From an optimization exercise on the open Yosys and OpenROAD flow, aimed at small area; shortcuts taken in it are not production practice.
Where RTL was checked, it was by simulation tests only, not by an equivalence proof against the original.
The clock port is modelled as an ideal driver; clocking choices that lean on that would not hold on a real chip.

==> 08-03 <==
==> flow/design.v (excerpt) <==
module multi_clock_top #(
    parameter REAL_CLK = 40,         
    parameter DEBOUNCE = 16,         
    parameter HOUR = 5,
    parameter MINUTE = 3,
    parameter SECOND = 21
)(
    input CLOCK_50,
    input [3: 0] KEY,
    input [17: 0] SW,
    output [3: 0] LEDG,
    output [6: 0] HEX0,
    output [6: 0] HEX2,
    output [6: 0] HEX3,
    output [6: 0] HEX4,
    output [6: 0] HEX5,
    output [6: 0] HEX6,
    output [6: 0] HEX7,
    output [6: 0] HEX1
);
clock: 12.0 ns
lec_check: 0
cap_margin: 20
core_margin: 2
core_utilization: 60
slew_margin: 20
standard.sh (not shown) runs the stock make flow with config.mk's settings and CLKGATE_MAP_FILE= SYNTH_SCRIPT=/design/flow/synth_recipe.tcl, a recipe that flattens the netlist after the stock synthesis.
==> flow/flow/run.sh <==
#!/bin/bash
# Own layout flow: the standard ORFS flow (standard.sh) with
#  - the port buffers made of the smallest buffer cell,
#  - clock tree synthesis without dummy loads, each clock buffer then sized to
#    the smallest clkbuf that keeps the register clock slew low (clock_buffers.tcl),
#  - no full/half adder cell extraction in synthesis (registers unchanged).
# Each ORFS step writes its own log under orfs/logs; make's output goes to standard.log.
set -euo pipefail
here=$(cd "$(dirname "$0")" && pwd)
export BUFFER_PORTS_ARGS="-buffer_cell sky130_fd_sc_hd__buf_1"
export CTS_ARGS="-sink_clustering_enable -repair_clock_nets -dont_use_dummy_load -root_buf sky130_fd_sc_hd__clkbuf_4 -buf_list sky130_fd_sc_hd__clkbuf_4"
export POST_CTS_TCL="$here/clock_buffers.tcl"
export ADDER_MAP_FILE=""
bash standard.sh > standard.log 2>&1
==> flow/flow/clock_buffers.tcl <==
# Size each clock tree buffer to the smallest clkbuf whose loads see a slew
# of at most CLK_SLEW_TARGET (ns), then legalize the placement again.
set clk_sizes {sky130_fd_sc_hd__clkbuf_2 sky130_fd_sc_hd__clkbuf_4 sky130_fd_sc_hd__clkbuf_8 sky130_fd_sc_hd__clkbuf_16}
# loads of a buffer are registers (CLK pins) or other clock buffers
set target 0.10
set root_target 0.25
set block [ord::get_db_block]
set bufs {}
foreach inst [$block getInsts] {
  if {[string match "sky130_fd_sc_hd__clkbuf_*" [[$inst getMaster] getName]]} { lappend bufs $inst }
}
proc load_slew {inst} {
  set worst 0
  set net [[$inst findITerm X] getNet]
  foreach it [$net getITerms] {
    if {[$it isInputSignal] || [[$it getMTerm] getName] == "CLK" || [[$it getMTerm] getName] == "A"} {
      if {[$it getInst] == $inst} continue
      set pin [get_pins [[$it getInst] getName]/[[$it getMTerm] getName]]
      set s [get_property $pin slew_max]
      if {$s > $worst} { set worst $s }
    }
  }
  return $worst
}
# start every buffer at the smallest size, then grow the ones that are too slow
foreach inst $bufs { $inst swapMaster [[ord::get_db] findMaster [lindex $clk_sizes 0]] }
for {set iter 0} {$iter < 6} {incr iter} {
  estimate_parasitics -placement
  set changed 0
  foreach inst $bufs {
    set s [load_slew $inst]
    set m [[$inst getMaster] getName]
    set i [lsearch $clk_sizes $m]
    set net_in [[$inst findITerm A] getNet]
    set t [expr {[$net_in getName] == "CLOCK_50" ? $root_target : $target}]
    if {$s > $t && $i < [llength $clk_sizes] - 1} {
      $inst swapMaster [[ord::get_db] findMaster [lindex $clk_sizes [expr $i + 1]]]
      set changed 1
    }
  }
  if {!$changed} break
}
foreach inst $bufs { puts "clock buffer [$inst getName] [[$inst getMaster] getName] load slew [load_slew $inst]" }
detailed_placement
estimate_parasitics -placement
==> 06-08 (differences from 08-03) <==
--- a/flow/design.v
+++ b/flow/design.v
@@ -35,16 +35,26 @@
     endfunction
     function [2: 0] h_inc(input [2: 0] x);
         begin
             h_inc[0] = ~((x[0]) | (x[2]));
             h_inc[1] = (~x[0] & x[1]) | (x[0] & ~x[1]);
             h_inc[2] = (x[0] & x[1]);
         end
     endfunction
+    function [5: 0] d_inc(input [5: 0] x);
+        begin
+            d_inc[0] = (~x[0]);
+            d_inc[1] = (~x[0] & x[1]) | (x[0] & ~x[1]);
+            d_inc[2] = (~x[0] & x[2]) | (~x[1] & x[2]) | (x[0] & x[1] & ~x[2]);
+            d_inc[3] = (~x[1] & x[3]) | (~x[0] & x[3]) | (~x[2] & x[3]) | (x[0] & x[1] & x[2] & ~x[3] & ~x[5]);
+            d_inc[4] = (x[0] & x[1] & x[2] & x[3] & ~x[4]) | (~x[3] & x[4]) | (~x[1] & x[4]) | (~x[2] & x[4]) | (~x[0] & x[4]);
+            d_inc[5] = (~x[2] & x[5]) | (~x[1] & x[5]) | (~x[0] & x[5]) | (x[0] & x[1] & x[2] & x[3] & x[4]);
+        end
+    endfunction
     function [4: 0] s_step(input [5: 0] x);
         begin
             s_step[0] = ~((~x[1] & ~x[2] & ~x[3] & ~x[4] & ~x[5]) | (x[0]) | (x[2] & x[4] & x[5]));
             s_step[1] = ~((~x[1] & ~x[2] & ~x[3] & ~x[4] & ~x[5]) | (x[0] & ~x[1] & ~x[5]) | (~x[0] & x[1] & ~x[5]) | (x[0] & x[1] & x[5]) | (~x[0] & ~x[1] & x[5]));
             s_step[2] = (x[0] & ~x[1] & x[2]) | (~x[0] & x[2] & ~x[4] & x[5]) | (~x[0] & ~x[1] & ~x[2] & ~x[5]) | (x[1] & x[2] & ~x[5]) | (x[0] & x[1] & ~x[2] & x[5]);
             s_step[3] = (x[0] & x[3] & ~x[5]) | (~x[0] & x[1] & x[3]) | (x[0] & x[1] & x[2] & ~x[3] & x[5]) | (~x[1] & x[2] & x[3]) | (~x[2] & x[3] & x[5]) | (~x[0] & ~x[1] & ~x[2] & x[4] & ~x[5]);
             s_step[4] = (x[2] & x[4] & ~x[5]) | (x[0] & x[4]) | (~x[2] & x[4] & x[5]) | (~x[0] & ~x[1] & ~x[2] & ~x[3] & ~x[4] & ~x[5]) | (x[1] & x[4]) | (x[0] & x[1] & x[2] & x[3] & x[5]);
         end
@@ -112,66 +122,47 @@
             seg_mode[1] = (~x[0] & ~x[1] & x[3]);
             seg_mode[2] = (x[0] & ~x[1] & ~x[3]);
             seg_mode[3] = (~x[0] & ~x[1] & x[2] & ~x[3]) | (x[0] & x[1] & ~x[3]) | (x[0] & ~x[1] & x[3]);
             seg_mode[4] = ~((~x[0] & x[2] & x[3]) | (~x[2] & ~x[3]) | (x[0] & ~x[1] & ~x[3]));
             seg_mode[5] = (x[0] & ~x[1]) | (~x[0] & x[2] & ~x[3]);
             seg_mode[6] = ~((~x[0] & x[3]) | (x[0] & ~x[3]) | (x[1]));
         end
     endfunction
-    function [0: 0] db_f(input [4: 0] x);
-        begin
-            db_f[0] = (x[3] & x[4]) | (x[1] & x[4]) | (x[0] & x[2]) | (~x[1] & ~x[3] & ~x[4]);
-        end
-    endfunction
-    function [0: 0] db_isf(input [4: 0] x);
-        begin
-            db_isf[0] = ~((~x[0] & ~x[1] & ~x[2] & ~x[3]) | (x[2] & x[3] & x[4]));
-        end
-    endfunction
-    function [0: 0] db_ish(input [4: 0] x);
-        begin
-            db_ish[0] = (x[2] & x[3] & x[4]);
-        end
-    endfunction
-    function [0: 0] db_ist(input [4: 0] x);
-        begin
-            db_ist[0] = (x[0] & x[1] & x[2] & ~x[4]);
-        end
-    endfunction
-    function [0: 0] div_f(input [5: 0] x);
-        begin
-            div_f[0] = ~((~x[1] & ~x[2] & x[4] & ~x[5]) | (x[1] & x[3] & x[4]) | (x[0] & x[1] & x[3] & ~x[5]) | (~x[1] & ~x[4] & x[5]) | (x[1] & ~x[3] & x[5]));
-        end
-    endfunction
-    function [0: 0] div_t(input [5: 0] x);
-        begin
-            div_t[0] = ~((x[0]) | (x[4]) | (x[2]) | (x[1]));
-        end
-    endfunction
-    localparam [5: 0] DIV_S0 = 6'd17;
     wire top_rst = SW[17];
     reg [5: 0] div;
-    wire tick = div_t(div);
+    wire tick = div[5] & div[2] & div[1] & div[0];
     always @(posedge CLOCK_50) begin
-        if (top_rst) div <= DIV_S0;
-        else div <= {div[4: 0], div_f(div)};
+        if (top_rst || tick) div <= 6'd0;
+        else div <= d_inc(div);
     end
-    reg [4: 0] db [0: 3];
+    reg [1: 0] dq [0: 3];
+    reg [3: 0] dc [0: 3];
     wire [3: 0] p;   
     genvar gi;
     generate
         for (gi = 0; gi < 4; gi = gi + 1) begin: gen_db
             wire tap = KEY[gi];
-            wire [4: 0] s = db[gi];
-            assign p[gi] = db_ist(s) & ~tap;
+            wire [1: 0] q = dq[gi];
+            wire [3: 0] c = dc[gi];
+            assign p[gi] = (q == 2'd2) & ~tap;
             always @(posedge CLOCK_50) begin
-                if (top_rst) db[gi] <= 5'b00000;
-                else if (tap) db[gi] <= {db_ish(s), 3'b000, db_isf(s)};
-                else db[gi] <= {s[3: 0], db_f(s)};
+                if (top_rst) begin
+                    dq[gi] <= 2'd1;
+                    dc[gi] <= 4'd0;
+                end
+                else begin
+                    case (q)
+                        2'd1: dq[gi] <= (tap | (c != 4'd0)) ? 2'd1 : 2'd0;
+                        2'd0: dq[gi] <= (~tap & (c == 4'd15)) ? 2'd2 : 2'd0;
+                        2'd3: dq[gi] <= tap ? 2'd1 : 2'd3;
+                        2'd2: dq[gi] <= tap ? 2'd0 : 2'd3;
+                    endcase
+                    dc[gi] <= (q == 2'd0 && !tap) ? dc[gi] + 1'b1 : (q == 2'd3 && tap) ? 4'd1 : 4'd0;
+                end
             end
         end
     endgenerate
     reg [1: 0] grp, sub;
     wire in_ts = (grp == 2'd1);
     wire in_al = (grp == 2'd3);
     always @(posedge CLOCK_50) begin
         if (top_rst) begin
@@ -269,26 +260,26 @@
                 if (fl_h) al_h <= n_h;
             end
         end
     end
     reg [5: 0] sdiv;
     reg [4: 0] sw_s;
     reg [1: 0] sw_m;
     reg [2: 0] sw_h;
-    wire stick = SW[0] & div_t(sdiv);
+    wire stick = SW[0] & sdiv[5] & sdiv[2] & sdiv[1] & sdiv[0];
     always @(posedge CLOCK_50) begin
         if (top_rst || SW[14]) begin
-            sdiv <= DIV_S0;
+            sdiv <= 6'd0;
             sw_h <= 3'd0;
             sw_m <= 2'd0;
             sw_s <= 5'd0;
         end
         else begin
-            if (SW[0]) sdiv <= {sdiv[4: 0], div_f(sdiv)};
+            if (SW[0]) sdiv <= stick ? 6'd0 : d_inc(sdiv);
             if (stick) begin
                 sw_s <= s_inc(sw_s);
                 if (sw_s[4] & sw_s[2]) begin
                     sw_m <= m_inc(sw_m);
                     if (sw_m[1]) sw_h <= h_inc(sw_h);
                 end
             end
         end
==> flow/run.sh (new file) <==
#!/bin/bash
# synth_recipe.tcl (not shown) runs the flow's synth.tcl, then flattens the netlist and writes it again
# the make line also repeats each setting of config.mk as NAME=value (left out here)
make -C /OpenROAD-flow-scripts/flow DESIGN_CONFIG=/design/flow/config.mk WORK_HOME=/design/flow/orfs CLKGATE_MAP_FILE= SYNTH_SCRIPT=/design/flow/synth_recipe.tcl finish
CORE_UTILIZATION = 40   (was 60)
removed: flow/flow/run.sh
removed: flow/flow/clock_buffers.tcl
removed: flow/standard.sh
==> notes <==
- In 08-03 the routed wire length is smaller than in 06-08, by 7.5%.
- Against 06-08, the critical path depth of 08-03 is higher by 4.
- 08-03 ran to the end with no violations. 06-08 completed without violations.
- Between 06-08 and 08-03, the lower global-route usage is in 06-08 (gap 7.5 points).
- Register-to-register slack: 08-03 is worse than 06-08 (0.05 ns).
- First-iteration DRC count: 08-03 is higher than 06-08 (1.5%).
- Against 08-03, the die area of 06-08 is higher by about 60%.
The RTL of 08-03 was laid out without a check of its function.

[separate check: timing with driven ports]
The results above use ideal ports. As a check the final layouts listed here were re-extracted and re-timed, cells and wires unchanged. Step 1 assumes that a clkbuf_16 drives the clock port and a buf_2 every other input. Step 2 times the ports against the registers' clock, not the clock port: input delays grow and output delays shrink by t, the midpoint of the rising clock arrivals with the driver on. a / b / c = ideal / step 1 / step 2; a / b = the first two.
run	shift t [ns]	setup slack, ns	hold slack, ns	worst setup path after step 2	latest minus earliest clock arrival (ns)
08-03	0.444	6.578 / 6.546 / 6.647	0.472 / 0.472 / 0.472	input to output	0.026 / 0.025
06-08	0.378	5.985 / 5.958 / 5.958	0.443 / 0.443 / 0.443	input to output	0.005 / 0.005
After both steps setup and hold are still met in every run listed. The setup slack of 06-08, which loses most, moves by -0.027 ns with the drivers and by -0.027 ns with both steps.
